Source: an optimization exercise on an open RTL-to-GDS flow (aim: small area, a short achievable clock period and few clock cycles). Production flows keep margins and buffers that such runs may drop. Where RTL was checked, it was by simulation tests only, not by an equivalence proof against the original. No functional check of the RTL was part of run 8. No activity file was given, so power comes from the tool's default toggle rates.

[design.v]
`timescale 1 ns/1 ns
module SAD(Go, A_Addr, A_Data, B_Addr, B_Data, C_Addr, I_RW, I_En, O_RW, O_En, Done, SAD_Out, Clk, Rst);
   input Go;
   input [7:0] A_Data, B_Data;
   output [14:0] A_Addr, B_Addr;
   output [6:0] C_Addr;
   output I_RW, I_En, O_RW;
   output reg O_En, Done;
   output [31:0] SAD_Out;
   input Clk, Rst;
   reg [7:0]  L;           
   reg [6:0]  H;           
   reg        H7;
   reg [7:0]  x1;
   reg        c1n;
   reg [15:0] Sum;
   reg        f2;          
   reg        l1, l2;      
   wire       busy = (|L) | (|H);
   wire       run = Go | busy;
   wire       lastpix = &L;
   wire       adv = run & lastpix;
   wire       fb = H[6] ^ H[5] ^ (H[5:0] == 6'd0);
   wire [7:0] ag = A_Data & ~B_Data;
   wire [7:0] ap = A_Data | ~B_Data;
   wire [7:0] ah = ~(A_Data ^ B_Data);
   wire n10, n32, q32, n54, q54, n76, q76;      
   wire g20, g30, g64, p64, g74, p74;           
   wire n40, n50, n60, n70;                     
   sad_g  #(4'b0001)   l1a(.gh(ag[1]), .ph(ap[1]), .gl(ag[0]), .g(n10));
   sad_gp #(6'b000011) l1b(.gh(ag[3]), .ph(ap[3]), .gl(ag[2]), .pl(ap[2]), .g(n32), .p(q32));
   sad_gp #(6'b000011) l1c(.gh(ag[5]), .ph(ap[5]), .gl(ag[4]), .pl(ap[4]), .g(n54), .p(q54));
   sad_gp #(6'b000011) l1d(.gh(ag[7]), .ph(ap[7]), .gl(ag[6]), .pl(ap[6]), .g(n76), .p(q76));
   sad_g  #(4'b0010)   l2a(.gh(ag[2]), .ph(ap[2]), .gl(n10), .g(g20));
   sad_g  #(4'b1110)   l2b(.gh(n32), .ph(q32), .gl(n10), .g(g30));
   sad_gp #(6'b001100) l2c(.gh(ag[6]), .ph(ap[6]), .gl(n54), .pl(q54), .g(g64), .p(p64));
   sad_gp #(6'b111100) l2d(.gh(n76), .ph(q76), .gl(n54), .pl(q54), .g(g74), .p(p74));
   sad_g  #(4'b0001)   l3a(.gh(ag[4]), .ph(ap[4]), .gl(g30), .g(n40));
   sad_g  #(4'b1101)   l3b(.gh(n54), .ph(q54), .gl(g30), .g(n50));
   sad_g  #(4'b0001)   l3c(.gh(g64), .ph(p64), .gl(g30), .g(n60));
   sad_g  #(4'b0001)   l3d(.gh(g74), .ph(p74), .gl(g30), .g(n70));
   wire [7:0] s;
   assign s[0] = ah[0];
   sad_x  u_s1(.a(ah[1]), .b(ag[0]), .y(s[1]));
   sad_xn u_s2(.a(ah[2]), .b(n10), .y(s[2]));
   sad_x  u_s3(.a(ah[3]), .b(g20), .y(s[3]));
   sad_x  u_s4(.a(ah[4]), .b(g30), .y(s[4]));
   sad_xn u_s5(.a(ah[5]), .b(n40), .y(s[5]));
   sad_xn u_s6(.a(ah[6]), .b(n50), .y(s[6]));
   sad_xn u_s7(.a(ah[7]), .b(n60), .y(s[7]));
   wire        c1 = ~c1n;
   wire [7:0]  x = x1 ^ {8{c1n}};
   wire [15:0] base = f2 ? 16'd0 : Sum;
   wire [7:0]  bg = base[7:0] & x;
   wire [7:0]  bp = base[7:0] | x;
   wire [7:0]  bh = base[7:0] ^ x;
   wire        bg0;
   sad_g u_b0(.gh(bg[0]), .ph(bp[0]), .gl(c1), .g(bg0));
   wire [7:0]  bc;         
   sad_pfx8 u_pb(.g({bg[7:1], bg0}), .p(bp), .c(bc));
   wire [7:0]  lo = bh ^ {bc[6:0], c1};
   wire [7:0]  hp;         
   assign hp[0] = 1'b1;
   genvar hi_i;
   generate
      for (hi_i = 1; hi_i < 8; hi_i = hi_i + 1) begin : hpg
         assign hp[hi_i] = &base[hi_i+7:8];
      end
   endgenerate
   wire [7:0]  hi = base[15:8] ^ (hp & {8{bc[7]}});
   assign A_Addr = {H, L};
   assign B_Addr = {H, L};
   assign C_Addr = {H7, H[6:1]};
   assign I_En = 1'b1;
   assign I_RW = 1'b0;
   assign O_RW = 1'b1;
   assign SAD_Out = {16'b0, Sum};
   always @(posedge Clk) begin
      if (Rst) begin
         L <= 8'd0;
         H <= 7'd0;
      end else begin
         L <= L + {7'd0, run};
         if (adv) H <= {H[5:0], fb};
      end
      if (adv) H7 <= H[6];
      l1 <= ~Rst & lastpix;
      x1 <= s;
      c1n <= n70;
      l2 <= ~Rst & l1;
      f2 <= (L == 8'd1);
      Sum <= {hi, lo};
      O_En <= ~Rst & l2;
      Done <= ~Rst & l2 & ~busy;
   end
endmodule
module sad_g(gh, ph, gl, g);
   parameter INV = 4'b0000;
   input gh, ph, gl;
   output g;
   wire igh = gh ^ INV[3];
   wire iph = ph ^ INV[2];
   wire igl = gl ^ INV[1];
   assign g = (igh | (iph & igl)) ^ INV[0];
endmodule
module sad_gp(gh, ph, gl, pl, g, p);
   parameter INV = 6'b000000;
   input gh, ph, gl, pl;
   output g, p;
   wire igh = gh ^ INV[5];
   wire iph = ph ^ INV[4];
   wire igl = gl ^ INV[3];
   wire ipl = pl ^ INV[2];
   assign g = (igh | (iph & igl)) ^ INV[1];
   assign p = (iph & ipl) ^ INV[0];
endmodule
module sad_x(a, b, y);
   input a, b;
   output y;
   assign y = a ^ b;
endmodule
module sad_xn(a, b, y);
   input a, b;
   output y;
   assign y = ~(a ^ b);
endmodule
module sad_pfx8(g, p, c);
   input [7:0] g, p;
   output [7:0] c;
   wire g10, g32, p32, g54, p54, g76, p76;
   wire g20, g30, g64, p64, g74, p74;
   sad_g  l1a(.gh(g[1]), .ph(p[1]), .gl(g[0]), .g(g10));
   sad_gp l1b(.gh(g[3]), .ph(p[3]), .gl(g[2]), .pl(p[2]), .g(g32), .p(p32));
   sad_gp l1c(.gh(g[5]), .ph(p[5]), .gl(g[4]), .pl(p[4]), .g(g54), .p(p54));
   sad_gp l1d(.gh(g[7]), .ph(p[7]), .gl(g[6]), .pl(p[6]), .g(g76), .p(p76));
   sad_g  l2a(.gh(g[2]), .ph(p[2]), .gl(g10), .g(g20));
   sad_g  l2b(.gh(g32), .ph(p32), .gl(g10), .g(g30));
   sad_gp l2c(.gh(g[6]), .ph(p[6]), .gl(g54), .pl(p54), .g(g64), .p(p64));
   sad_gp l2d(.gh(g76), .ph(p76), .gl(g54), .pl(p54), .g(g74), .p(p74));
   sad_g  l3a(.gh(g[4]), .ph(p[4]), .gl(g30), .g(c[4]));
   sad_g  l3b(.gh(g54), .ph(p54), .gl(g30), .g(c[5]));
   sad_g  l3c(.gh(g64), .ph(p64), .gl(g30), .g(c[6]));
   sad_g  l3d(.gh(g74), .ph(p74), .gl(g30), .g(c[7]));
   assign c[0] = g[0];
   assign c[1] = g10;
   assign c[2] = g20;
   assign c[3] = g30;
endmodule
[standard.sh]
#!/bin/bash
# synth_recipe.tcl (not shown) runs the flow's synth.tcl, then flattens the netlist and writes it again
# the make line also repeats each setting of config.mk as NAME=value (left out here)
make -C /OpenROAD-flow-scripts/flow DESIGN_CONFIG=/design/flow/config.mk WORK_HOME=/design/flow/orfs CLKGATE_MAP_FILE= SYNTH_SCRIPT=/design/flow/synth_recipe.tcl "${@:-finish}"
[flow/run.sh]
#!/bin/bash
# Standard layout with three changes: port buffers made of buf_1 cells
# instead of the delay buffers buffer_ports picks by default, adders left to
# ABC, no dummy loads added to the clock tree, and timing repair aimed 5.2 ns below the period.
set -euo pipefail
bash standard.sh \
  "BUFFER_PORTS_ARGS=-buffer_cell sky130_fd_sc_hd__buf_1" \
  ADDER_MAP_FILE= \
  "CTS_ARGS=-sink_clustering_enable -repair_clock_nets -dont_use_dummy_load" \
  SETUP_SLACK_MARGIN=5.2 \
  finish > make_finish.log 2>&1
[config.mk]
export PLATFORM = sky130hd
export DESIGN_NAME = SAD
export DESIGN_NICKNAME = SAD
export VERILOG_FILES = /design/flow/design.v
export SDC_FILE = /design/flow/constraint.sdc
export NUM_CORES = 4
export LEC_CHECK = 0
export CAP_MARGIN = 20
export CORE_MARGIN = 2
export CORE_UTILIZATION = 45
export SLEW_MARGIN = 20
export SYNTH_HIERARCHICAL = 1
export SYNTH_MINIMUM_KEEP_SIZE = 0
[constraint.sdc]
create_clock -name core_clock -period 8.0 [get_ports {Clk}]
set_input_delay 1.6000 -clock core_clock [delete_from_list [all_inputs] [get_ports {Clk}]]
set_output_delay 1.6000 -clock core_clock [all_outputs]
set_load 0.01 [all_outputs]
==> key figures, run 1 <==
Outcome
  • Status: complete, no violations

STA
  • Final worst path period need: 2650 ps
  • Final Skew: 14.4 ps
  • Worst-margin pin slew: 833 ps
  • Final setup viols: 0
  • Worst relative slew slack: 44.5%
  • Achievable frequency: 378 MHz
  • Final worst-path cycle share: between 30 and 40%
  • Fin. max-slew vios: 0
  • Final Hold Fails: 0
  • RSZ-0062 raised after global routing: no
  • Setup TNS: 0 ps

Power
  • Max IR drop VDD: 0.105 mV
  • Power Density: 269 nW/um^2
  • Leak Pwr: 1.13 nW

Global routing
  • M2 GR Usage: 20.4%
  • GRT busiest layer: met2
  • Initial antenna violation count: 0
  • Met3 usage: roughly 3.7%
  • First-pass GRT wire length: 6850 um
  • GRT Total Usage: 13.3%
  • Grt met1 use: 17.7%
  • GRT overflow: 0
  • Vias in the first global route: 1561
  • Largest net degree at the start of global routing: 21

Yosys
  • Largest area contributor in the netlist: dfxtp_1
  • Post-synth top area share: 34.6%
  • Number of flops mapped to enable cells by yosys: 1
  • Register area share after synthesis: around 36%
  • Synth warn: 7
  • Post-synthesis register bit count: 46
  • Synth area leaders: dfxtp_1 35%, buf_4 13%, xnor2_1 10%
  • Cells after synthesis: about 300
  • Mapped Area: 2600 sq um
  • Post-synth top flop: dfxtp_1
  • Netlist cell types: 36
  • Mean Syn Cell Area: 8.70 sq um
  • Synth async-reset ratio: 0%

Worst setup path
  • Cell count along the critical path: 1
  • CP Buf/Inv Count: 1
  • CP cell instances: buf_1
  • Critical path origin: L[0]$_SDFF_PP0_
  • Critical-path maximum fanout: 10
  • Startpoint Class: register
  • CP endpoint: B_Addr[0]
  • Setup CP Type: register to output pin
  • Worst r2r src: c1n$_DFF_P_
  • FF-to-FF End: Sum[15]$_DFF_P_
  • Critical path's slowest cell: dfxtp_1
  • CP required: 6400 ps
  • Top delay family on crit path: flip-flops
  • Reg2reg path depth: 10
  • CP endpoint kind: output pin
  • CP Data Arrival Time: 1050 ps
  • R2R setup slack: 5410 ps
  • Max incr delay on CP: roughly 560 ps

CTS
  • Clock latency on the worst-skew pair: about 290 ps
  • Post-CTS Hold Buffers: 0
  • Clk pin slew, worst setup/hold paths: 90 ps
  • Setup Buffers After CTS: 0
  • CTS max path bufs: 2
  • Max H-tree Level: 2
  • CTS tree: done
  • CTS-repair resized insts: 0
  • Clk sinks: 46
  • Num CTS Buffers: 5
  • CTS root buf: clkbuf_8

Floorplan
  • Initial Util: between 40% and 50%
  • Placeable Area: 5540 sq um
  • Chip height: approximately 80 um
  • I/O pins: 93
  • Chip width: approximately 80 um
  • Rows: 27
  • Total Die Area: ~6400 sq um

Min path
  • Tightest Hold Check Type: register to register

Drt
  • WL final: just over 4000 um
  • DR vias/cell: 4.49
  • Initial DRC count: 63
  • WL per Instance: 9.96 um
  • DRC: 0
  • DR pass1 iterations: 4
  • Post-DRT Antenna Nets: 0
  • Via count: 1866

Final layout
  • Most common cell after layout, fill and taps aside: buf_1
  • Filler Cell Count: 586
  • Multi-input logic area: 1360 sq um
  • Most frequent cells in the layout: 73 x buf_1, 44 x dfxtp_1, 31 x xnor2_1
  • Finished Cell Area: 2740 sq um
  • Layout overhead on the synthesized area: 5.34%
  • Layout cells sized above 1: 5.23%
  • Number of diodes: 0
  • Nets@finish: 365
  • Sequential cell area: 932 sq um

Placement
  • Dpl hpwl: 3080 um
  • Routability cong.: between 0.7 and 0.8
  • Area after DPL: 2670 sq um
  • I/O Buffers: 73

Flow run
  • Maxcap violations: 0
[sequential cells by signal (all words and copies together), names as in the netlist, 7 cells and up]
| signal | cells |
|---|---|
| L | 8 |
| H | 7 |
| x1 | 8 |
| Sum | 16 |
[stage by stage]
step | utilization (%) | power (mW) | hold WS, ps | cells | worst slack, ps
2_1_floorplan | - | 0.585 | 414 | 316 | 5360
3_3_place_gp | 48.2 | 0.619 | 427 | 411 | 5150
3_5_place_dp | 48.2 | 0.621 | 428 | 411 | 5100
4_1_cts | 49.4 | 0.751 | 450 | 416 | 5340
5_1_grt | 49.5 | 0.805 | 482 | 416 | 5200
6_report | 49.5 | 0.737 | 448 | 416 | 5350
[how the worst min path moves through the flow]
stage	start	end	cells past startpoint
6_report	l1$_DFF_P_	l2$_DFF_P_	1
5_1_grt	l1$_DFF_P_	l2$_DFF_P_	1
4_1_cts	l1$_DFF_P_	l2$_DFF_P_	1
3_5_place_dp	l1$_DFF_P_	l2$_DFF_P_	1
3_3_place_gp	l1$_DFF_P_	l2$_DFF_P_	1
2_1_floorplan	l1$_DFF_P_	l2$_DFF_P_	1
[cell usage after synthesis (4+ instances only)]
cell,number
xor2_1,13
nand3_1,4
xnor2_1,31
dfxtp_1,45
buf_4,45
o21ai_0,7
nor2_1,23
nand2_1,23
a21o_1,15
inv_1,5
and2_1,6
nor2b_1,13
nor3_1,5
a21oi_1,8
a21oi_2,7
nand2b_1,23
[layout make-up]
| type | instances | share of cell area (%) |
|---|---|---|
| multi-input cells | 215 | 49.5 |
| flip-flops and latches | 46 | 34.0 |
| repair buffers | 73 | 10.0 |
| well taps | 72 | 3.29 |
| clock buffers | 5 | 2.51 |
| inverters | 5 | 0.685 |
[power by group]
group	internal [mW]	leakage, nW	switching, mW
Combinational	0.145	0.716	0.154
Clock	0.0564	0.0359	0.0675
Sequential	0.277	0.380	0.0376
[per-layer routing]
layer  wire [um]  vias up
met2        1760       62
met5           0        -
li1            -     1002
met4          39        0
met3         254        2
met1        2090      800
[modules after synthesis (local to each module, per instance), a selection]
module,cells,times used
sad_x,1,3
sad_gp,2,5
SAD,250,1
sad_g,1,8
sad_pfx8,4,1
sad_xn,1,4
[cells by family after synthesis]
logic type / Yosys count / synth area share (%)
and+or+nand+nor: 111 / 24.0
buffers and inverters: 55 / 14.5
DFF: 46 / 35.8
xor gates and xnor gates: 44 / 14.8
AOI/OAI and AO/OA: 41 / 10.6
other: 2 / 0.289
Testbench counts, summed over its fixed seeds: cycles 393,246.
==> inputs of run 2 (changes only) <==
==> flow/run.sh (replaced) <==
#!/bin/bash
# Standard layout with three changes: port buffers made of buf_1 cells
# instead of the delay buffers buffer_ports picks by default, adders left to
# ABC, no dummy loads added to the clock tree, and timing repair aimed 5.6 ns below the period.
set -euo pipefail
bash standard.sh \
  "BUFFER_PORTS_ARGS=-buffer_cell sky130_fd_sc_hd__buf_1" \
  ADDER_MAP_FILE= \
  "CTS_ARGS=-sink_clustering_enable -repair_clock_nets -dont_use_dummy_load" \
  SETUP_SLACK_MARGIN=5.6 \
  finish > make_finish.log 2>&1
==> run 2 against run 1 <==
Against the previous run: global-route usage is 1.5 points higher; die area unchanged; still clean on timing, DRC and antenna; maximum frequency rose by 9.8%; register-to-register slack better by 280 ps; non-clock buffer count is 22 higher; largest cell class unchanged; clock skew is 2.9 ps higher.
==> key figures, run 2 <==
CTS
  • Clock latency on the worst-skew pair: 300 ps
  • Max H-tree Level: 2
  • Post-CTS Hold Buffers: 0
  • CTS root buf: clkbuf_8
  • Num CTS Buffers: 5
  • Clk sinks: 46
  • CTS tree: done
  • Clk pin slew, worst setup/hold paths: 90 ps
  • CTS max path bufs: 2

STA
  • Fin. max-slew vios: 0
  • Final Hold Fails: 0
  • Final worst setup slack: 5590 ps
  • Setup TNS: 0 ps
  • Final worst path period need: 2410 ps
  • Final setup viols: 0
  • Achievable frequency: 415 MHz
  • Final Skew: between 15 and 20 ps
  • RSZ-0062 raised after global routing: yes
  • Final worst-path cycle share: 30.1%

Floorplan
  • Rows: 27
  • Placeable Area: approximately 5500 sq um
  • Chip height: 80.0 um
  • Total Die Area: 6400 sq um
  • Initial Util: 47.0%
  • I/O pins: 93
  • Chip width: 80.0 um

Worst setup path
  • CP required: 6400 ps
  • CP endpoint kind: output pin
  • CP Buf/Inv Count: 1
  • Critical path's slowest cell: dfxtp_4
  • Top delay family on crit path: flip-flops
  • Max incr delay on CP: 400 ps
  • CP Data Arrival Time: 810 ps
  • Setup CP Type: register to output pin
  • CP cell instances: buf_6
  • Startpoint Class: register
  • Critical-path maximum fanout: 7

Yosys
  • Synth warn: 7
  • Post-synthesis register bit count: 46
  • Synth area leaders: dfxtp_1 35%, buf_4 13%, xnor2_1 10%
  • Mapped Area: 2600 sq um
  • Synth async-reset ratio: 0%
  • Register area share after synthesis: 35.8%
  • Mean Syn Cell Area: 8.70 sq um
  • Netlist cell types: 36
  • Number of flops mapped to enable cells by yosys: 1
  • Most frequent cells after synthesis: 45 x buf_4, 45 x dfxtp_1, 31 x xnor2_1
  • Cells after synthesis: 299
  • Largest area contributor in the netlist: dfxtp_1
  • Post-synth top area share: approximately a third
  • Post-synth top flop: dfxtp_1

Final layout
  • Layout cells sized above 1: 35.0%
  • Most common cell after layout, fill and taps aside: xnor2_1
  • Number of diodes: 0
  • Max reg flops: 16
  • Filler Cell Count: 520
  • Nets@finish: 387
  • Largest regs: Sum: 16 flops, L: 8 flops, x1: 8 flops
  • Layout overhead on the synthesized area: 25.6%
  • Multi-input logic area: between 1000 and 1500 sq um
  • Largest reg by FF count: Sum
  • Non-Filler Instances: 438
  • Most frequent cells in the layout: 31 x xnor2_1, 29 x buf_6, 23 x nor2_1, 23 x nand2_1, 23 x buf_4
  • Sequential cell area: between 1000 and 1500 sq um
  • Finished Cell Area: between 3000 and 4000 sq um

Placement
  • Post-place setup slack: 5200 ps
  • Routability cong.: around 0.8
  • Dpl hpwl: 3110 um
  • Area after DPL: 2680 sq um
  • I/O Buffers: 73
  • Cells after DPL: 411

Global routing
  • Largest net degree at the start of global routing: 21
  • GRT Total Usage: 14.8%
  • First-pass GRT wire length: 7560 um
  • Vias in the first global route: approximately 1800
  • Met3 usage: 4.41%
  • GRT busiest layer: met2
  • Initial antenna violation count: 0
  • GRT overflow: 0
  • M2 GR Usage: about a quarter
  • Grt met1 use: roughly 18%

Power
  • Power Density: approximately 240 nW/um^2
  • Overall power: 0.790 mW
  • Max IR drop VDD: 0.120 mV
  • Leak Pwr: 1.52 nW

Drt
  • DR vias/cell: 4.55
  • Post-DRT Antenna Nets: 0
  • Initial DRC count: 49
  • DRC: 0
  • Via count: 1992
  • DR pass1 iterations: 2
  • WL final: roughly 4700 um
  • WL per Instance: 10.8 um

Outcome
  • Status: complete, no violations

Min path
  • Tightest Hold Check Type: register to register

Flow run
  • Maxcap violations: 0
==> run 2: worst paths after layout <==
| kind | startpoint | slack, ps | end | cells past startpoint |
|---|---|---|---|---|
| worst max-delay path | H[5]$_SDFFE_PP0P_ | 5590 | B_Addr[13] | 1 |
| worst min-delay path | l1$_DFF_P_ | 430 | l2$_DFF_P_ | 1 |
| worst max register to register | f2$_DFF_P_ | 5690 | Sum[15]$_DFF_P_ | 10 |
| worst min register to register | l1$_DFF_P_ | 430 | l2$_DFF_P_ | 1 |
==> run 2: metrics by stage <==
stage,util [%],hold WS (ps)
final,59.0,426
after global routing,59.0,429
after CTS,54.9,432
after detailed placement,48.4,430
after global placement,48.4,424
after floorplan,-,414
==> run 2: what timing repair did <==
| item | in CTS | in global routing |
|---|---|---|
| pin swaps | 1 | 2 |
| gates resized for setup | 87 | 49 |
| buffers inserted | 19 | 3 |
| setup endpoints to repair | 55 | 48 |
==> run 2: cells by family after synthesis <==
logic type / synth area share, %
compound gates: 10.6
xor+xnor: 14.8
buf+inv: 14.5
flops: 35.8
other cells: 0.289
simple gates: 24.0
==> run 2: layer usage <==
layer | wire length, um | vias to the layer above
li1 | - | 1045
met4 | 68 | 0
met3 | 297 | 5
met5 | 0 | -
met2 | 2220 | 60
met1 | 2150 | 882
==> run 2: area by class of cell <==
type,instances,area share [%]
Tap cell,72,2.76
Inverter,5,0.574
Multi-Input combinational cell,215,42.4
Sequential cell,46,31.0
Timing Repair Buffer,95,21.2
Clock buffer,5,2.11
==> run 2: where the power goes <==
group | switching [mW] | internal [mW]
Sequential | 0.0326 | 0.281
Clock | 0.0691 | 0.0564
Combinational | 0.169 | 0.183
==> run 2: modules after synthesis, one instance, submodules excluded, excerpt <==
module,cell area [sq um],flip-flops and latches,times used
sad_pfx8,30.0,0,1
sad_xn,8.76,0,4
sad_gp,13.8,0,5
sad_g,7.51,0,8
SAD,2250,46,1
sad_x,8.76,0,3
==> inputs of run 3 (changes only) <==
==> flow/run.sh (replaced) <==
#!/bin/bash
# Standard layout with three changes: port buffers made of buf_1 cells
# instead of the delay buffers buffer_ports picks by default, adders left to
# ABC, no dummy loads added to the clock tree, and timing repair aimed 5.5 ns below the period.
set -euo pipefail
bash standard.sh \
  "BUFFER_PORTS_ARGS=-buffer_cell sky130_fd_sc_hd__buf_1" \
  ADDER_MAP_FILE= \
  "CTS_ARGS=-repair_clock_nets -dont_use_dummy_load -root_buf sky130_fd_sc_hd__clkbuf_16 -buf_list sky130_fd_sc_hd__clkbuf_16" \
  SETUP_SLACK_MARGIN=5.5 \
  finish > make_finish.log 2>&1
==> run 3 against run 2 <==
Against the previous run: still clean on timing, DRC and antenna; design area shrank 13%; worst hold slack better by 18 ps; sequential share of layout area is 2.6 points higher; die area unchanged; clock-buffer cell count unchanged; worst setup slack lost 49 ps; critical path depth is the same; area after synthesis unchanged; critical path type unchanged.
==> key figures, run 3 <==
Outcome
  • Status: complete, no violations

STA
  • Setup TNS: 0 ps
  • Achievable frequency: 407 MHz
  • Final Skew: 7.85 ps
  • Final worst path period need: 2460 ps
  • RSZ-0062 raised after global routing: yes
  • Final Hold Fails: 0
  • Fin. max-slew vios: 0
  • Final worst-path cycle share: around 31%
  • Final setup viols: 0

CTS
  • Post-CTS Hold Buffers: 0
  • Clk sinks: 46
  • Clk pin slew, worst setup/hold paths: 60 ps
  • Max H-tree Level: 2
  • CTS root buf: clkbuf_16
  • CTS tree: done
  • Clock latency on the worst-skew pair: around 280 ps
  • CTS max path bufs: 2
  • Num CTS Buffers: 5

Yosys
  • Cells after synthesis: 299
  • Post-synthesis register bit count: 46
  • Synth area leaders: dfxtp_1 35%, buf_4 13%, xnor2_1 10%
  • Synth warn: 7
  • Most frequent cells after synthesis: 45 x buf_4, 45 x dfxtp_1, 31 x xnor2_1
  • Number of flops mapped to enable cells by yosys: 1
  • Post-synth top flop: dfxtp_1
  • Mapped Area: 2600 sq um
  • Mean Syn Cell Area: approximately 8.7 sq um
  • Register area share after synthesis: a little over a third
  • Netlist cell types: 36
  • Largest area contributor in the netlist: dfxtp_1
  • Post-synth top area share: about a third
  • Synth async-reset ratio: 0%

Placement
  • Dpl hpwl: 3170 um
  • Routability cong.: about 0.71
  • I/O Buffers: 73

Final layout
  • Nets@finish: 367
  • Layout cells sized above 1: between 10% and 20%
  • Largest reg by FF count: Sum
  • Filler Cell Count: 544
  • Final core utilization: 51.4%
  • Number of diodes: 0
  • Most common cell after layout, fill and taps aside: buf_1
  • Most frequent cells in the layout: 69 x buf_1, 31 x xnor2_1, 28 x dfxtp_1
  • Largest regs: Sum: 16 flops, L: 8 flops, x1: 8 flops
  • Layout overhead on the synthesized area: 9.48%
  • Max reg flops: 16

Power
  • Max IR drop VDD: between 0.09 and 0.1 mV
  • Leak Pwr: 1.19 nW
  • Power Density: roughly 290 nW/um^2
  • Overall power: 0.815 mW

Worst setup path
  • Critical-path maximum fanout: 5
  • Max incr delay on CP: 410 ps
  • CP endpoint: A_Addr[7]
  • R2R setup slack: between 5000 and 6000 ps
  • CP Buf/Inv Count: 1
  • Worst r2r src: f2$_DFF_P_
  • Reg2reg path depth: 10
  • Critical path's slowest cell: dfxtp_1
  • Setup CP Type: register to output pin
  • FF-to-FF End: Sum[15]$_DFF_P_
  • CP cell instances: buf_1
  • CP required: 6400 ps
  • Cell count along the critical path: 1
  • Startpoint Class: register
  • CP Data Arrival Time: 860 ps
  • CP endpoint kind: output pin
  • Top delay family on crit path: flip-flops
  • Critical path origin: L[7]$_SDFF_PP0_

Global routing
  • Largest net degree at the start of global routing: 21
  • First-pass GRT wire length: 6710 um
  • Initial antenna violation count: 0
  • GRT overflow: 0
  • Vias in the first global route: between 1500 and 2000
  • GRT Total Usage: 13.2%

Drt
  • Via count: 1884
  • Post-DRT Antenna Nets: 0
  • WL per Instance: 10.0 um
  • DRC: 0
  • WL final: around 4200 um
  • DR pass1 iterations: 4
  • Initial DRC count: 59
  • DR vias/cell: 4.51

Floorplan
  • Placeable Area: 5540 sq um
  • Rows: 27
  • Chip height: roughly 80 um
  • Total Die Area: around 6400 sq um
  • Chip width: roughly 80 um
  • Initial Util: 47.0%
  • I/O pins: 93

Flow run
  • Maxcap violations: 0

Min path
  • Tightest Hold Check Type: register to register
[run 3: cell types whose count changed in the layout (fill, tap and decap cells not counted), sizes merged]
cell / change
buf: -17
clkbuf: -3
[run 3: kinds of logic after synthesis]
group / share of synthesized area (%)
xor+xnor: 14.8
flops: 35.8
simple gates: 24.0
other cells: 0.289
compound gates: 10.6
buf+inv: 14.5
[run 3: timing repair]
item                       in CTS  in global routing
gates resized for setup        13                 11
buffers inserted                0                  2
setup endpoints to repair      22                 17
pin swaps                       0                  1
[run 3: how the worst min path moves through the flow]
| stage | from | to | slack (ps) | cells past startpoint |
|---|---|---|---|---|
| 4_1_cts | l1$_DFF_P_ | l2$_DFF_P_ | 450 | 1 |
| 5_1_grt | l1$_DFF_P_ | l2$_DFF_P_ | 460 | 1 |
| 3_5_place_dp | l1$_DFF_P_ | l2$_DFF_P_ | 430 | 1 |
| 3_3_place_gp | l1$_DFF_P_ | l2$_DFF_P_ | 430 | 1 |
| 6_report | l1$_DFF_P_ | l2$_DFF_P_ | 440 | 1 |
| 2_1_floorplan | l1$_DFF_P_ | l2$_DFF_P_ | 410 | 1 |
[run 3: layout make-up]
cell class	count	area, sq um	area share (%)
clock buffers	5	125	4.39
repair buffers	75	294	10.3
flip-flops and latches	46	957	33.6
inverters	5	18.8	0.659
well taps	72	90.1	3.16
multi-input cells	215	1360	47.8
[run 3: per-layer routing]
| metal | wire [um] | track usage (%) | up-vias |
|---|---|---|---|
| met3 | 275 | 3.85 | 5 |
| met1 | 2020 | 17.3 | 823 |
| met2 | 1850 | 20.4 | 60 |
| met4 | 57 | 5.08 | 0 |
| li1 | - | - | 996 |
| met5 | 0 | 0 | - |
[run 3: per-stage QoR]
stage	std cells	hold WS [ps]	cell area (sq um)	setup WS, ps
3_5_place_dp	411	428	2680	5200
2_1_floorplan	316	414	2670	5550
4_1_cts	416	449	2820	5500
3_3_place_gp	411	428	2680	5220
5_1_grt	418	455	2850	5440
6_report	418	444	2850	5540
[run 3: modules after synthesis (local to each module, per instance), a selection]
module	cells	flops+latches	copies in the design	cell area, sq um
sad_xn	1	0	4	8.76
sad_x	1	0	3	8.76
SAD	250	46	1	2250
sad_pfx8	4	0	1	30.0
sad_g	1	0	8	7.51
sad_gp	2	0	5	13.8
[run 3: power breakdown]
part	internal, mW	switching (mW)
sequential	0.279	0.0372
combinational	0.155	0.159
clock	0.110	0.0742
==> inputs of run 4 (changes only) <==
--- a/flow/run.sh
+++ b/flow/run.sh
@@ -6,6 +6,6 @@
 bash standard.sh \
   "BUFFER_PORTS_ARGS=-buffer_cell sky130_fd_sc_hd__buf_1" \
   ADDER_MAP_FILE= \
-  "CTS_ARGS=-repair_clock_nets -dont_use_dummy_load -root_buf sky130_fd_sc_hd__clkbuf_16 -buf_list sky130_fd_sc_hd__clkbuf_16" \
+  "CTS_ARGS=-sink_clustering_enable -repair_clock_nets -dont_use_dummy_load" \
   SETUP_SLACK_MARGIN=5.5 \
   finish > make_finish.log 2>&1
--- a/config.mk
+++ b/config.mk
@@ -7,7 +7,7 @@
 export LEC_CHECK = 0
 export CAP_MARGIN = 20
 export CORE_MARGIN = 2
-export CORE_UTILIZATION = 45
+export CORE_UTILIZATION = 60
 export SLEW_MARGIN = 20
 export SYNTH_HIERARCHICAL = 1
 export SYNTH_MINIMUM_KEEP_SIZE = 0
==> run 4 against run 3 <==
Against the previous run: flip-flop and latch count unchanged; area after synthesis unchanged; critical endpoint is now A_Addr[1]; maximum frequency decreased by 0.10%; die area decreased by 24%; first-iteration DRC count increased by 85%; design area decreased by 1.6%; clock-buffer cell count unchanged.
==> key figures, run 4 <==
Worst setup path
  • Setup CP Type: register to output pin
  • Reg2reg path depth: 10
  • CP Data Arrival Time: 860 ps
  • Critical path's slowest cell: dfxtp_4
  • Startpoint Class: register
  • Critical-path maximum fanout: 8
  • Max incr delay on CP: 410 ps
  • CP cell instances: buf_1
  • Worst r2r src: f2$_DFF_P_
  • CP endpoint kind: output pin
  • Critical path origin: L[1]$_SDFF_PP0_
  • Top delay family on crit path: flip-flops
  • Cell count along the critical path: 1
  • CP Buf/Inv Count: 1
  • CP required: roughly 6400 ps

Power
  • Max IR drop VDD: approximately 0.12 mV
  • Power Density: 273 nW/um^2
  • Leak Pwr: 1.17 nW
  • Overall power: roughly 0.76 mW

Floorplan
  • Chip height: 69.8 um
  • Rows: 23
  • Chip width: roughly 70 um
  • Placeable Area: 4090 sq um
  • Total Die Area: 4880 sq um
  • I/O pins: 93
  • Initial Util: 63.7%

Yosys
  • Number of flops mapped to enable cells by yosys: 1
  • Register area share after synthesis: 35.8%
  • Synth async-reset ratio: 0%
  • Largest area contributor in the netlist: dfxtp_1
  • Netlist cell types: 36
  • Synth warn: 7
  • Mapped Area: between 2000 and 3000 sq um
  • Post-synth top flop: dfxtp_1
  • Mean Syn Cell Area: around 8.7 sq um
  • Most frequent cells after synthesis: 45 x buf_4, 45 x dfxtp_1, 31 x xnor2_1
  • Post-synth top area share: 34.6%
  • Post-synthesis register bit count: between 40 and 50
  • Cells after synthesis: 299
  • Synth area leaders: dfxtp_1 35%, buf_4 13%, xnor2_1 10%

CTS
  • CTS max path bufs: 2
  • CTS tree: done
  • Post-CTS Hold Buffers: 0
  • Clock latency on the worst-skew pair: 290 ps
  • CTS root buf: clkbuf_8
  • Num CTS Buffers: 5
  • Max H-tree Level: 2
  • Clk pin slew, worst setup/hold paths: 80 ps
  • Clk sinks: 46

Final layout
  • Final core utilization: 68.6%
  • Layout overhead on the synthesized area: 7.74%
  • Largest reg by FF count: Sum
  • Most common cell after layout, fill and taps aside: buf_1
  • Max reg flops: 16
  • Most frequent cells in the layout: 71 x buf_1, 31 x xnor2_1, 25 x dfxtp_1, 23 x nor2_1, 23 x nand2_1
  • Largest regs: Sum: 16 flops, L: 8 flops, x1: 8 flops
  • Number of diodes: 0
  • Non-Filler Instances: 398
  • Layout cells sized above 1: 13.2%
  • Nets@finish: about 370
  • Finished Cell Area: around 2800 sq um

Drt
  • Via count: 1907
  • DRC: 0
  • WL per Instance: ~10 um
  • DR pass1 iterations: 4
  • Post-DRT Antenna Nets: 0
  • WL final: 4140 um
  • Initial DRC count: between 100 and 150
  • DR vias/cell: 4.79

Min path
  • Min-delay src: L[0]$_SDFF_PP0_
  • Hold depth: 1
  • Tightest Hold Check Type: register to register

Global routing
  • GRT overflow: 0
  • GRT Total Usage: between 10% and 20%
  • Vias in the first global route: 1558
  • Largest net degree at the start of global routing: 21
  • Initial antenna violation count: 0
  • First-pass GRT wire length: roughly 7000 um

STA
  • WHS: 443 ps
  • RSZ-0062 raised after global routing: yes
  • Final worst setup slack: 5540 ps
  • Final worst-path cycle share: 30.8%
  • Achievable frequency: 406 MHz
  • Final Hold Fails: 0
  • Final setup viols: 0
  • Setup TNS: 0 ps
  • Final Skew: 7.54 ps
  • Final worst path period need: 2460 ps
  • Fin. max-slew vios: 0

Outcome
  • Status: complete, no violations

Placement
  • Area after DPL: 2650 sq um
  • Dpl hpwl: slightly above 3000 um
  • Routability cong.: 0.755
  • Post-place setup slack: 5190 ps
  • I/O Buffers: 73
  • Cells after DPL: between 300 and 400

Flow run
  • Maxcap violations: 0
==> run 4: final timing paths <==
kind,slack [ps],endpoint
worst max-delay path,5540,A_Addr[1]
worst max register to register,5680,Sum[15]$_DFF_P_
worst min-delay path,440,L[0]$_SDFF_PP0_
worst min register to register,440,L[0]$_SDFF_PP0_
==> run 4: repair_timing <==
item,in CTS,in global routing
pin swaps,0,2
gates resized for setup,17,14
gates cloned,0,0
endpoints found under the hold margin,0,0
setup buffers,0,4
endpoints found under the setup margin,26,25
==> run 4: cell type report <==
| type | instances | area (sq um) |
|---|---|---|
| Tap cell | 50 | 62.6 |
| Clock buffer | 5 | 68.8 |
| Sequential cell | 46 | 976 |
| Fill cell | 369 | 1280 |
| Timing Repair Buffer | 77 | 307 |
| Multi-Input combinational cell | 215 | 1370 |
| Inverter | 5 | 18.8 |
==> run 4: modules after synthesis (local to each module, per instance), a selection <==
module    cells inside  flops+latches  copies in the design  cell area, sq um
sad_xn               1              0                     4              8.76
sad_g                1              0                     8              7.51
SAD                250             46                     1              2250
sad_pfx8             4              0                     1              30.0
sad_x                1              0                     3              8.76
sad_gp               2              0                     5              13.8
==> run 4: power breakdown <==
part,total (mW),switching (mW),internal [mW]
registers,0.316,0.0377,0.278
logic,0.324,0.160,0.164
clock network,0.125,0.0682,0.0564
==> run 4: routing by layer <==
layer | track usage, % | wire length (um) | vias to the layer above
met5 | 0 | 0 | -
met4 | 6.41 | 64 | 0
met3 | 4.22 | 275 | 6
met2 | 26.5 | 1880 | 64
met1 | 22.7 | 1920 | 830
li1 | - | - | 1007
==> run 4: cells by family (layout without fill, tap and decap cells) <==
group | after synthesis | after routing | share of synthesized area [%]
AND/OR/NAND/NOR | 111 | 111 | 24.0
buffers and inverters | 55 | 87 | 14.5
flip-flops | 46 | 46 | 35.8
XOR/XNOR | 44 | 44 | 14.8
AO/OA/AOI/OAI | 41 | 41 | 10.6
other | 2 | 19 | 0.289
==> inputs of run 5 (changes only) <==
--- a/config.mk
+++ b/config.mk
@@ -7,7 +7,8 @@
 export LEC_CHECK = 0
 export CAP_MARGIN = 20
 export CORE_MARGIN = 2
-export CORE_UTILIZATION = 60
+export CORE_UTILIZATION = 45
+export GPL_TIMING_DRIVEN = 0
 export SLEW_MARGIN = 20
 export SYNTH_HIERARCHICAL = 1
 export SYNTH_MINIMUM_KEEP_SIZE = 0
==> run 5 against run 4 <==
Against the previous run: flip-flop and latch count unchanged; first-iteration DRC count down 49%; non-clock buffer count up 62; utilization down 4.8 points; area after synthesis unchanged; sequential share of layout area down 6.7 points; power up 3.9%; critical path type unchanged; via count up 11%; largest power group unchanged; worst setup slack worse by 65 ps.
==> key figures, run 5 <==
CTS
  • Clk sinks: 46
  • CTS max path bufs: 2
  • Post-CTS Hold Buffers: 0
  • CTS root buf: clkbuf_8
  • Clock latency on the worst-skew pair: about 300 ps
  • Max H-tree Level: 2
  • Num CTS Buffers: 5
  • CTS tree: done
  • Clk pin slew, worst setup/hold paths: 90 ps

Floorplan
  • Chip height: 80.0 um
  • Total Die Area: 6400 sq um
  • Chip width: 80.0 um
  • I/O pins: 93
  • Rows: 27
  • Placeable Area: roughly 5500 sq um
  • Initial Util: 47.0%

Min path
  • Hold depth: 1
  • Tightest Hold Check Type: register to register

Yosys
  • Post-synthesis register bit count: 46
  • Mapped Area: 2600 sq um
  • Synth area leaders: dfxtp_1 35%, buf_4 13%, xnor2_1 10%
  • Post-synth top flop: dfxtp_1
  • Post-synth top area share: between 30 and 40%
  • Netlist cell types: 36
  • Largest area contributor in the netlist: dfxtp_1
  • Most frequent cells after synthesis: 45 x buf_4, 45 x dfxtp_1, 31 x xnor2_1
  • Number of flops mapped to enable cells by yosys: 1
  • Mean Syn Cell Area: approximately 8.7 sq um
  • Post-Synth Adder-Cell Area: 0%
  • Largest family of logic cells by synthesized area: simple AND/OR/NAND/NOR gates
  • Simple-gate share of the synthesized area: 24.0%
  • Synth async-reset ratio: 0%
  • Xor-xnor portion of the synthesized cell area: 14.8%
  • Synth warn: 7
  • Multiplexer share of the synthesized area: 0%
  • Register area share after synthesis: 35.8%
  • Synth Area in Compound Gates: 10.6%
  • Cells after synthesis: 299

STA
  • Setup TNS: 0 ps
  • Final worst path period need: 2530 ps
  • Final worst-path cycle share: 31.6%
  • Achievable frequency: 396 MHz
  • Final Hold Fails: 0
  • Fin. max-slew vios: 0
  • Final setup viols: 0
  • WHS: 451 ps
  • Final Skew: 19.6 ps
  • RSZ-0062 raised after global routing: yes

Drt
  • Via count: 2119
  • Initial DRC count: 56
  • DR vias/cell: 4.40
  • DR pass1 iterations: 4
  • WL final: 4940 um
  • DRC: 0
  • WL per Instance: 10.2 um
  • Post-DRT Antenna Nets: 0

Global routing
  • GRT Total Usage: 15.3%
  • GRT overflow: 0
  • First-pass GRT wire length: between 7000 and 8000 um
  • Vias in the first global route: around 1800
  • Initial antenna violation count: 0
  • Largest net degree at the start of global routing: 15

Final layout
  • Non-Filler Instances: 482
  • Largest reg by FF count: Sum
  • Number of diodes: 0
  • Finished Cell Area: 3540 sq um
  • Layout overhead on the synthesized area: 35.9%
  • Nets@finish: 431
  • Max reg flops: 16
  • Most common cell after layout, fill and taps aside: buf_1
  • Most frequent cells in the layout: 48 x buf_1, 43 x buf_4, 39 x buf_6, 31 x xnor2_1, 25 x dfxtp_1
  • Layout cells sized above 1: 31.5%
  • Largest regs: Sum: 16 flops, L: 8 flops, x1: 8 flops

Worst setup path
  • CP Data Arrival Time: 930 ps
  • Startpoint Class: register
  • CP endpoint kind: output pin
  • CP required: 6400 ps
  • Setup CP Type: register to output pin
  • Reg2reg path depth: 11
  • Critical-path maximum fanout: 1

Flow run
  • Maxcap violations: 0

Placement
  • Area after DPL: about 3000 sq um
  • I/O Buffers: 73
  • Routability cong.: approximately 0.76
  • Dpl hpwl: 3390 um
  • Cells after DPL: 461

Power
  • Max IR drop VDD: ~0.13 mV
  • Leak Pwr: around 1.6 nW
  • Power Density: 225 nW/um^2

Outcome
  • Status: complete, no violations
[run 5: cell type report]
cell class | count | area, sq um
Timing Repair Buffer | 89 | 557
Fill cell | 461 | 2000
Inverter | 5 | 18.8
Multi-Input combinational cell | 215 | 1370
Clock buffer | 5 | 68.8
Tap cell | 72 | 90.1
Sequential cell | 46 | 993
Buffer | 50 | 438
[run 5: repair_timing]
action | CTS | global route
setup buffers | 14 | 2
cloned | 0 | 0
pin swaps | 1 | 1
setup endpoints to repair | 40 | 34
gates resized for setup | 72 | 36
[run 5: path summary, 6_finish.rpt]
path	startpoint	to	slack [ps]
worst min-delay path	l1$_DFF_P_	l2$_DFF_P_	450
worst min register to register	l1$_DFF_P_	l2$_DFF_P_	450
worst max-delay path	H7$_DFFE_PP_	C_Addr[6]	5470
worst max register to register	f2$_DFF_P_	Sum[15]$_DFF_P_	5630
[run 5: per-stage QoR]
stage	setup slack [ps]	total power, mW	util (%)
4_1_cts	5460	0.790	61.4
6_report	5470	0.795	63.8
3_3_place_gp	5290	0.650	54.8
2_1_floorplan	5550	0.585	-
5_1_grt	5440	0.860	63.8
3_5_place_dp	5280	0.653	54.8
[run 5: metal layers]
layer | vias up | GRT usage [%] | wire (um)
met3 | 6 | 4.75 | 261
met2 | 62 | 25.4 | 2350
met1 | 917 | 18.2 | 2240
li1 | 1134 | - | -
met4 | 0 | 6.61 | 85
met5 | - | 0 | 0
[run 5: report_power, final]
| group | total (mW) | internal, mW | switching, mW |
|---|---|---|---|
| Clock | 0.123 | 0.0563 | 0.0671 |
| Sequential | 0.305 | 0.276 | 0.0298 |
| Combinational | 0.366 | 0.190 | 0.176 |
[run 5: Yosys stat by module (local to each module, per instance), a selection]
module / flip-flops and latches / times used / cells inside
sad_pfx8: 0 / 1 / 4
sad_g: 0 / 8 / 1
sad_gp: 0 / 5 / 2
SAD: 46 / 1 / 250
sad_xn: 0 / 4 / 1
sad_x: 0 / 3 / 1
[run 5: worst max-delay path: stages, from the launching register on]
cell	delay (ps)
edfxtp_1	390
buf_6	130
buf_6	110
[run 5: cells by family after synthesis]
| group | after synthesis |
|---|---|
| compound gates | 41 |
| xor+xnor | 44 |
| buf+inv | 55 |
| flops | 46 |
| other cells | 2 |
| simple gates | 111 |
==> inputs of run 6 (changes only) <==
--- a/config.mk
+++ b/config.mk
@@ -8,7 +8,7 @@
 export CAP_MARGIN = 20
 export CORE_MARGIN = 2
 export CORE_UTILIZATION = 45
-export GPL_TIMING_DRIVEN = 0
 export SLEW_MARGIN = 20
 export SYNTH_HIERARCHICAL = 1
 export SYNTH_MINIMUM_KEEP_SIZE = 0
+export TNS_END_PERCENT = 0
==> run 6 against run 5 <==
Against the previous run: still clean; worst setup slack worse by 2.1 ps; sequential power is 3% higher; clock power hardly changed; largest cell class unchanged; highest routed layer unchanged.
==> key figures, run 6 <==
Worst setup path
  • Worst r2r src: f2$_DFF_P_
  • CP endpoint kind: output pin
  • Critical path's slowest cell: dfxtp_2
  • Cell count along the critical path: 1
  • Startpoint Class: register
  • CP endpoint: A_Addr[0]
  • FF-to-FF End: Sum[15]$_DFF_P_
  • R2R setup slack: 5580 ps
  • Reg2reg path depth: 10
  • CP required: 6400 ps
  • Critical-path maximum fanout: 10
  • CP Data Arrival Time: 930 ps
  • Top delay family on crit path: flip-flops
  • CP Buf/Inv Count: 1
  • Max incr delay on CP: about 450 ps
  • Critical path origin: L[0]$_SDFF_PP0_
  • CP cell instances: buf_1
  • Setup CP Type: register to output pin

Floorplan
  • I/O pins: 93
  • Chip height: around 80 um
  • Placeable Area: 5540 sq um
  • Initial Util: 47.0%
  • Total Die Area: roughly 6400 sq um
  • Chip width: approximately 80 um
  • Rows: 27

Placement
  • Routability cong.: 0.710
  • Dpl hpwl: 3170 um
  • Cells after DPL: 411
  • I/O Buffers: between 70 and 80
  • Area after DPL: 2680 sq um

Power
  • Leak Pwr: 1.15 nW
  • Power Density: about 270 nW/um^2
  • Max IR drop VDD: 0.0931 mV
  • Overall power: about 0.76 mW

Global routing
  • Initial antenna violation count: 0
  • First-pass GRT wire length: between 6000 and 7000 um
  • GRT Total Usage: 13.3%
  • Vias in the first global route: 1520
  • GRT overflow: 0
  • Largest net degree at the start of global routing: 21

Drt
  • WL per Instance: roughly 10 um
  • Via count: ~1900
  • DRC: 0
  • DR vias/cell: about 4.5
  • WL final: 4210 um
  • DR pass1 iterations: 4
  • Post-DRT Antenna Nets: 0
  • Initial DRC count: a little under 60

Yosys
  • Post-synth top flop: dfxtp_1
  • Netlist cell types: 36
  • Synth area leaders: dfxtp_1 35%, buf_4 13%, xnor2_1 10%
  • Synth async-reset ratio: 0%
  • Most frequent cells after synthesis: 45 x buf_4, 45 x dfxtp_1, 31 x xnor2_1
  • Number of flops mapped to enable cells by yosys: 1
  • Post-synthesis register bit count: 46
  • Post-synth top area share: 34.6%
  • Largest area contributor in the netlist: dfxtp_1
  • Mapped Area: 2600 sq um
  • Register area share after synthesis: between 30% and 40%
  • Mean Syn Cell Area: 8.70 sq um
  • Synth warn: 7
  • Cells after synthesis: between 200 and 300

STA
  • Worst relative slew slack: 44.9%
  • Final Skew: 12.9 ps
  • Fin. max-slew vios: 0
  • Final worst-path cycle share: 31.6%
  • Final worst path period need: 2530 ps
  • RSZ-0062 raised after global routing: yes
  • Final setup viols: 0
  • Final Hold Fails: 0
  • Achievable frequency: 396 MHz
  • Setup TNS: 0 ps
  • Worst-margin pin slew: 827 ps

Final layout
  • Most frequent cells in the layout: 73 x buf_1, 35 x dfxtp_1, 31 x xnor2_1
  • Sequential cell area: roughly 940 sq um
  • Non-Filler Instances: roughly 420
  • Layout cells sized above 1: 8.96%
  • Largest regs: Sum: 16 flops, L: 8 flops, x1: 8 flops
  • Largest reg by FF count: Sum
  • Filler Cell Count: about 550
  • Nets@finish: 367
  • Number of diodes: 0
  • Max reg flops: 16
  • Finished Cell Area: 2770 sq um
  • Most common cell after layout, fill and taps aside: buf_1
  • Multi-input logic area: 1360 sq um
  • Layout overhead on the synthesized area: 6.59%

CTS
  • Clk pin slew, worst setup/hold paths: around 80 ps
  • Post-CTS Hold Buffers: 0
  • Max H-tree Level: 2
  • CTS root buf: clkbuf_8
  • CTS max path bufs: 2
  • Num CTS Buffers: 5
  • CTS tree: done
  • Clk sinks: 46
  • Clock latency on the worst-skew pair: ~290 ps

Flow run
  • Maxcap violations: 0

Outcome
  • Status: complete, no violations

Min path
  • Tightest Hold Check Type: register to register
run 6: worst min-delay path by stage:
| stage | from | end | slack, ps | depth (start not counted) |
|---|---|---|---|---|
| after CTS | l1$_DFF_P_ | l2$_DFF_P_ | 460 | 1 |
| after global placement | l1$_DFF_P_ | l2$_DFF_P_ | 430 | 1 |
| after global routing | l1$_DFF_P_ | l2$_DFF_P_ | 460 | 1 |
| after floorplan | l1$_DFF_P_ | l2$_DFF_P_ | 410 | 1 |
| final | l1$_DFF_P_ | l2$_DFF_P_ | 450 | 1 |
| after detailed placement | l1$_DFF_P_ | l2$_DFF_P_ | 430 | 1 |
run 6: cells by family after synthesis:
kind of cell / Yosys count / synth area share [%]
other: 2 / 0.289
buffers and inverters: 55 / 14.5
AO/OA/AOI/OAI: 41 / 10.6
XOR/XNOR: 44 / 14.8
AND/OR/NAND/NOR: 111 / 24.0
flip-flops: 46 / 35.8
run 6: final cells by class:
type                            instances  area share, %
Tap cell                               72           3.25
Sequential cell                        46           34.0
Multi-Input combinational cell        215           49.1
Timing Repair Buffer                   75           10.4
Inverter                                5          0.677
Clock buffer                            5           2.48
run 6: routing by layer:
layer	track usage (%)	wire length [um]	vias to the layer above
met5	0	0	-
met4	5.59	58	0
met3	3.85	269	5
met2	20.5	1840	60
met1	17.2	2040	814
li1	-	-	995
run 6: report_power, final:
part	total, mW	internal (mW)	switching, mW
clock network	0.126	0.0564	0.0694
registers	0.315	0.278	0.0371
logic	0.315	0.155	0.159
total	0.756	0.490	0.266
run 6: stage by stage:
step,hold slack [ps],utilization (%),setup slack (ps)
4_1_cts,455,49.6,5430
5_1_grt,460,50.0,5420
6_report,448,50.0,5470
3_3_place_gp,428,48.3,5220
2_1_floorplan,414,-,5550
3_5_place_dp,428,48.3,5200
run 6: repair_timing:
action	CTS	global route
resized for setup	4	6
buffers inserted	0	2
gates cloned	0	0
hold endpoints to repair	0	0
endpoints found under the setup margin	23	43
pin swaps	0	1
run 6: Yosys stat by module (local to each module, per instance), a selection:
module	cells	flops+latches
sad_xn	1	0
SAD	250	46
sad_gp	2	0
sad_x	1	0
sad_pfx8	4	0
sad_g	1	0
==> inputs of run 7 (changes only) <==
--- a/config.mk
+++ b/config.mk
@@ -11,4 +11,4 @@
 export SLEW_MARGIN = 20
 export SYNTH_HIERARCHICAL = 1
 export SYNTH_MINIMUM_KEEP_SIZE = 0
-export TNS_END_PERCENT = 0
+export TNS_END_PERCENT = 100
==> run 7 against run 6 <==
Against the previous run: routed wire length rose by 0.93%; clock power about the same; critical path depth unchanged; design area rose by 1.9%; global-route usage stayed put; non-clock buffer count increased by 2; sequential share of layout area grew 0.43 points; area after synthesis is the same; critical endpoint is now B_Addr[5]; largest power group is now combinational cells; highest routed layer unchanged.
==> key figures, run 7 <==
Outcome
  • Status: complete, no violations

Power
  • Max IR drop VDD: 0.0932 mV
  • Internal: 0.493 mW
  • Logic gate share of total power: about two fifths
  • Net Sw Frac: 35.1%
  • Net Sw Power: 0.267 mW
  • Leak Pwr: around 1.2 nW
  • Clk pwr share: 16.6%
  • Power Density: 269 nW/um^2
  • Share of power burned in registers: between 40% and 50%

Worst setup path
  • Cell count along the critical path: 1
  • Setup CP Type: register to output pin
  • CP Data Arrival Time: 860 ps
  • Top delay family on crit path: flip-flops
  • Startpoint Class: register
  • CP endpoint: B_Addr[5]
  • Max incr delay on CP: 410 ps
  • Critical path's slowest cell: dfxtp_2
  • CP endpoint kind: output pin
  • CP Buf/Inv Count: 1
  • Critical-path maximum fanout: 7
  • R2R setup slack: 5570 ps
  • FF-to-FF End: Sum[15]$_DFF_P_
  • Critical path origin: L[5]$_SDFF_PP0_
  • Worst r2r src: f2$_DFF_P_
  • Reg2reg path depth: 10
  • CP cell instances: buf_1
  • CP required: ~6400 ps

Yosys
  • Number of flops mapped to enable cells by yosys: 1
  • Cells after synthesis: 299
  • Post-synthesis register bit count: 46
  • Largest area contributor in the netlist: dfxtp_1
  • Post-synth top flop: dfxtp_1
  • Synth area leaders: dfxtp_1 35%, buf_4 13%, xnor2_1 10%
  • Register area share after synthesis: 35.8%
  • Synth async-reset ratio: 0%
  • Mapped Area: roughly 2600 sq um
  • Post-synth top area share: 34.6%
  • Most frequent cells after synthesis: 45 x buf_4, 45 x dfxtp_1, 31 x xnor2_1
  • Synth warn: 7
  • Netlist cell types: 36
  • Mean Syn Cell Area: 8.70 sq um

Final layout
  • Most frequent cells in the layout: 67 x buf_1, 31 x xnor2_1
  • Number of diodes: 0
  • Most common cell after layout, fill and taps aside: buf_1
  • Layout cells sized above 1: roughly 15%
  • Layout overhead on the synthesized area: 8.61%
  • Nets@finish: 369
  • Largest reg by FF count: Sum
  • Max reg flops: 16
  • Largest regs: Sum: 16 flops, L: 8 flops, x1: 8 flops
  • Final core utilization: about half

Global routing
  • GRT overflow: 0
  • GRT Total Usage: a little over an eighth
  • Vias in the first global route: 1520
  • First-pass GRT wire length: roughly 6800 um
  • Largest net degree at the start of global routing: 21
  • Initial antenna violation count: 0

Min path
  • Tightest Hold Check Type: register to register
  • Hold depth: 1

Floorplan
  • Total Die Area: 6400 sq um
  • Chip height: 80.0 um
  • Placeable Area: 5540 sq um
  • Rows: 27
  • I/O pins: 93
  • Initial Util: 47.0%
  • Chip width: 80.0 um

CTS
  • CTS tree: done
  • Clk pin slew, worst setup/hold paths: 80 ps
  • Num CTS Buffers: 5
  • Clk sinks: 46
  • Max H-tree Level: 2
  • Post-CTS Hold Buffers: 0
  • CTS root buf: clkbuf_8
  • CTS max path bufs: 2
  • Clock latency on the worst-skew pair: 290 ps

Drt
  • DRC: 0
  • WL final: around 4300 um
  • DR pass1 iterations: 4
  • DR vias/cell: 4.45
  • WL per Instance: 10.1 um
  • Initial DRC count: 61
  • Post-DRT Antenna Nets: 0
  • Via count: 1871

STA
  • Final setup viols: 0
  • Final worst path period need: between 2000 and 2500 ps
  • Achievable frequency: 407 MHz
  • Setup TNS: 0 ps
  • Final worst-path cycle share: 30.7%
  • RSZ-0062 raised after global routing: yes
  • Final Hold Fails: 0
  • Fin. max-slew vios: 0
  • Final Skew: 13.1 ps

Placement
  • Routability cong.: 0.710
  • I/O Buffers: 73
  • Dpl hpwl: 3170 um

Flow run
  • Maxcap violations: 0
## run 7: cell counts after synthesis
No cell type changed its count.
## run 7: per-module statistics from Yosys (local to each module, per instance), a selection
module | cells inside | flip-flops and latches
sad_g | 1 | 0
SAD | 250 | 46
sad_pfx8 | 4 | 0
sad_gp | 2 | 0
sad_xn | 1 | 0
sad_x | 1 | 0
## run 7: worst min-delay path by stage
stage,startpoint,endpoint,slack [ps]
3_3_place_gp,l1$_DFF_P_,l2$_DFF_P_,430
6_report,l1$_DFF_P_,l2$_DFF_P_,450
2_1_floorplan,l1$_DFF_P_,l2$_DFF_P_,410
3_5_place_dp,l1$_DFF_P_,l2$_DFF_P_,430
4_1_cts,l1$_DFF_P_,l2$_DFF_P_,460
5_1_grt,l1$_DFF_P_,l2$_DFF_P_,460
## run 7: layout make-up
class	count	area, sq um
Tap cell	72	90.1
Multi-Input combinational cell	215	1360
Fill cell	540	2720
Inverter	5	18.8
Clock buffer	5	68.8
Timing Repair Buffer	77	312
Sequential cell	46	973
## run 7: timing repair
item / 4_1_cts / 5_1_grt
buffers inserted: 0 / 4
endpoints found under the setup margin: 23 / 36
gates resized for setup: 15 / 20
pin swaps: 0 / 1
## run 7: metrics by stage
| step | std cells | hold WS [ps] | instance area (sq um) | worst slack [ps] | power, mW |
|---|---|---|---|---|---|
| floorplan | 316 | 414 | 2670 | 5550 | 0.585 |
| global placement | 411 | 428 | 2680 | 5220 | 0.619 |
| detailed placement | 411 | 428 | 2680 | 5200 | 0.624 |
| CTS | 416 | 455 | 2770 | 5500 | 0.755 |
| global route | 420 | 460 | 2830 | 5440 | 0.821 |
| finish | 420 | 449 | 2830 | 5540 | 0.759 |
## run 7: logic make-up (layout without fill, tap and decap cells)
group                  Yosys count  in the layout  synth area share [%]
XOR/XNOR                        44             44                  14.8
other                            2             19                 0.289
AND/OR/NAND/NOR                111            111                  24.0
AO/OA/AOI/OAI                   41             41                  10.6
buffers and inverters           55             87                  14.5
flip-flops                      46             46                  35.8
## run 7: power by group through the flow
stage	registers (mW)	logic [mW]	clock network, mW
2_1_floorplan	0.325	0.260	0
3_3_place_gp	0.320	0.299	0
3_5_place_dp	0.321	0.303	0
4_1_cts	0.317	0.306	0.132
5_1_grt	0.322	0.359	0.140
6_report	0.315	0.319	0.126
## run 7: routing by layer
metal	GRT usage (%)	wire length (um)	vias to the layer above
met5	0	0	-
met4	5.59	58	0
met3	3.85	269	5
met2	20.5	1830	62
met1	17.2	2090	805
li1	-	-	999
==> inputs of run 8 (changes only) <==
--- a/design.v
+++ b/design.v
@@ -22,8 +22,8 @@
    wire       adv = run & lastpix;
    wire       fb = H[6] ^ H[5] ^ (H[5:0] == 6'd0);
    wire [7:0] ag = A_Data & ~B_Data;
-   wire [7:0] ap = A_Data | ~B_Data;
    wire [7:0] ah = ~(A_Data ^ B_Data);
+   wire [7:0] ap = ah;      
    wire n10, n32, q32, n54, q54, n76, q76;      
    wire g20, g30, g64, p64, g74, p74;           
    wire n40, n50, n60, n70;                     
@@ -52,8 +52,8 @@
    wire [7:0]  x = x1 ^ {8{c1n}};
    wire [15:0] base = f2 ? 16'd0 : Sum;
    wire [7:0]  bg = base[7:0] & x;
-   wire [7:0]  bp = base[7:0] | x;
    wire [7:0]  bh = base[7:0] ^ x;
+   wire [7:0]  bp = bh;     
    wire        bg0;
    sad_g u_b0(.gh(bg[0]), .ph(bp[0]), .gl(c1), .g(bg0));
    wire [7:0]  bc;         
--- a/config.mk
+++ b/config.mk
@@ -11,4 +11,3 @@
 export SLEW_MARGIN = 20
 export SYNTH_HIERARCHICAL = 1
 export SYNTH_MINIMUM_KEEP_SIZE = 0
-export TNS_END_PERCENT = 100
==> run 8 against run 7 <==
Against the previous run: still clean; worst setup slack got worse by 4.9 ps; clock skew fell by 0.88 ps; global-route usage rose by 0.34 points; flip-flop and latch count did not move; area after synthesis fell by 0.91%; combinational power rose by 6.6%; first-iteration DRC count fell by 43%.
==> key figures, run 8 <==
Yosys
  • Synth warn: 7
  • Post-synthesis register bit count: 46
  • Post-synth top flop: dfxtp_1
  • Mapped Area: 2580 sq um
  • Post-synth top area share: 35.0%
  • Netlist cell types: 35
  • Most frequent cells after synthesis: 45 x buf_4, 45 x dfxtp_1, 34 x xnor2_1
  • Number of flops mapped to enable cells by yosys: 1
  • Synth async-reset ratio: 0%
  • Synth area leaders: dfxtp_1 35%, buf_4 13%, xnor2_1 12%
  • Cells after synthesis: roughly 290
  • Largest area contributor in the netlist: dfxtp_1
  • Register area share after synthesis: 36.1%
  • Mean Syn Cell Area: 9.04 sq um

Drt
  • Initial DRC count: 35
  • DR pass1 iterations: 4
  • Post-DRT Antenna Nets: 0
  • DRC: 0
  • WL per Instance: 10.3 um
  • DR vias/cell: 4.62
  • WL final: 4170 um
  • Via count: 1877

Flow run
  • Maxcap violations: 0

Final layout
  • Max reg flops: 16
  • Non-Filler Instances: 406
  • Filler Cell Count: 550
  • Most frequent cells in the layout: 68 x buf_1, 30 x xnor2_1, 27 x nor2b_1, 23 x dfxtp_1
  • Nets@finish: 355
  • Number of diodes: 0
  • Largest reg by FF count: Sum
  • Most common cell after layout, fill and taps aside: buf_1
  • Largest regs: Sum: 16 flops, L: 8 flops, x1: 8 flops
  • Layout cells sized above 1: 16.2%
  • Layout overhead on the synthesized area: 10.2%

STA
  • Final worst-path cycle share: approximately 30%
  • Fin. max-slew vios: 0
  • Setup TNS: 0 ps
  • Achievable frequency: approximately 410 MHz
  • Final setup viols: 0
  • Final Hold Fails: 0
  • RSZ-0062 raised after global routing: yes
  • Final Skew: 12.2 ps
  • Final worst path period need: 2460 ps

Floorplan
  • Placeable Area: around 5500 sq um
  • Chip height: 79.7 um
  • Chip width: 79.7 um
  • Total Die Area: 6350 sq um
  • I/O pins: 93
  • Rows: 27
  • Initial Util: ~47%

Power
  • Leak Pwr: roughly 1.2 nW
  • Power Density: around 270 nW/um^2
  • Overall power: roughly 0.8 mW
  • Max IR drop VDD: 0.0897 mV

Worst setup path
  • CP cell instances: buf_1
  • CP Data Arrival Time: 860 ps
  • Critical path's slowest cell: dfxtp_2
  • Startpoint Class: register
  • CP required: 6400 ps
  • CP Buf/Inv Count: 1
  • Top delay family on crit path: flip-flops
  • Max incr delay on CP: 400 ps
  • Setup CP Type: register to output pin
  • R2R setup slack: between 5000 and 6000 ps
  • Critical-path maximum fanout: 6
  • CP endpoint kind: output pin

Global routing
  • GRT Total Usage: 13.6%
  • Initial antenna violation count: 0
  • Vias in the first global route: 1560
  • Largest net degree at the start of global routing: 21
  • First-pass GRT wire length: 6800 um
  • GRT overflow: 0

CTS
  • Num CTS Buffers: 5
  • CTS root buf: clkbuf_8
  • Max H-tree Level: 2
  • CTS max path bufs: 2
  • Clk pin slew, worst setup/hold paths: 80 ps
  • Clk sinks: 46
  • Post-CTS Hold Buffers: 0
  • CTS tree: done
  • Clock latency on the worst-skew pair: approximately 300 ps

Placement
  • Routability cong.: 0.758
  • Cells after DPL: approximately 400
  • I/O Buffers: 73
  • Dpl hpwl: just over 3000 um

Min path
  • Tightest Hold Check Type: register to register

Outcome
  • Status: complete, no violations
-- run 8: changes by cell type after synthesis --
| cell | before | now |
|---|---|---|
| nand2b_1 | 23 | 1 |
| nor2b_1 | 13 | 28 |
| nand2_1 | 23 | 15 |
| nor2_1 | 23 | 15 |
| xor2_1 | 13 | 19 |
| xnor2_1 | 31 | 34 |
| buf_1 | 1 | 0 |
| buf_2 | 2 | 3 |
-- run 8: path summary, 6_finish.rpt --
check	endpoint	depth (start not counted)	start
max	B_Addr[3]	1	L[3]$_SDFF_PP0_
min	l2$_DFF_P_	1	l1$_DFF_P_
max reg2reg	Sum[15]$_DFF_P_	10	f2$_DFF_P_
min reg2reg	l2$_DFF_P_	1	l1$_DFF_P_
-- run 8: logic make-up after synthesis --
group / after synthesis / synth area share, %
simple gates: 88 / 20.1
buf+inv: 55 / 14.7
xor+xnor: 53 / 18.0
flops: 46 / 36.1
compound gates: 41 / 10.7
other cells: 2 / 0.291
-- run 8: metrics by stage --
stage	utilization, %	area [sq um]	hold WS (ps)	setup WS [ps]
after floorplan	-	2680	414	5500
after global placement	48.6	2680	422	5200
after detailed placement	48.6	2680	423	5190
after CTS	50.5	2780	431	5450
after global routing	51.6	2840	450	5440
final	51.6	2840	429	5540
-- run 8: worst reg2reg max path, cell delays in order, from the launching register on --
cell and delay (ps):
dfxtp_4 410, nor2b_2 200, xnor2_1 140, a21o_1 160, a21o_1 160, a21o_1 200, a21o_1 170, and4_4 270
nand4_4 110, or3b_1 390, a21oi_1 140
-- run 8: power breakdown --
group          switching (mW)  internal [mW]  total, mW
Clock                  0.0704         0.0564      0.127
Sequential             0.0328          0.277      0.310
Combinational           0.170          0.170      0.340
-- run 8: area by class of cell --
cell class	instances	area (sq um)	share of cell area, %
clock buffers	5	68.8	2.42
inverters	5	18.8	0.661
multi-input cells	201	1380	48.4
flip-flops and latches	46	978	34.4
well taps	72	90.1	3.17
repair buffers	77	310	10.9
-- run 8: layer usage --
metal	part of all wire, %	track usage, %
met3	7.1	3.51
met1	47	17.6
met4	1.9	7.24
met5	0	0
met2	44	20.7
-- run 8: per-module statistics from Yosys, one instance, submodules excluded, a selection --
module	flip-flops and latches	cells inside	cell area, sq um
sad_x	0	1	8.76
sad_gp	0	2	13.8
sad_g	0	1	7.51
sad_xn	0	1	8.76
SAD	46	236	2230
sad_pfx8	0	4	30.0
-- run 8: what timing repair did --
| action | in CTS | in global routing |
|---|---|---|
| buffers inserted | 0 | 4 |
| endpoints found under the setup margin | 28 | 32 |
| pin swaps | 0 | 2 |
| gates cloned | 0 | 0 |
| resized for setup | 21 | 17 |

re-timing with driven ports:
The flow's constraints put no driver on any port. The routed layouts listed below were extracted and timed again, unchanged, in two steps.
Step 1 assumes that a clkbuf_16 drives the clock port and a buf_2 every other input.
Step 2 moves the port delays by t, midway between the first and last clock arrival at a register: inputs arrive t later, outputs are due t later. That takes back most of the time a late clock gives input paths.
Slacks: no drivers / after step 1 / after step 2; pairs: no drivers / after step 1.
run	shift t [ns]	setup slack, ns	worst setup path at the end	clock arrival spread, ns	worst register clock-pin slew, ns
run 1	0.308	5.355 / 5.327 / 5.097	input to register	0.025 / 0.024	0.09 / 0.09
run 2	0.317	5.591 / 5.564 / 5.376	input to register	0.020 / 0.020	0.09 / 0.09
run 3	0.306	5.542 / 5.510 / 5.341	input to register	0.010 / 0.011	0.06 / 0.06
run 4	0.314	5.540 / 5.513 / 5.338	input to register	0.008 / 0.009	0.08 / 0.08
run 5	0.317	5.474 / 5.447 / 5.352	input to register	0.023 / 0.023	0.09 / 0.09
run 6	0.314	5.472 / 5.445 / 5.199	input to register	0.014 / 0.014	0.08 / 0.08
run 7	0.315	5.542 / 5.514 / 5.344	input to register	0.015 / 0.015	0.08 / 0.08
run 8	0.321	5.537 / 5.510 / 5.292	input to register	0.012 / 0.012	0.08 / 0.08
After both steps every run listed still meets setup and hold. For run 6, which loses most, drivers alone change the setup slack by -0.027 ns; drivers and shift together by -0.273 ns.
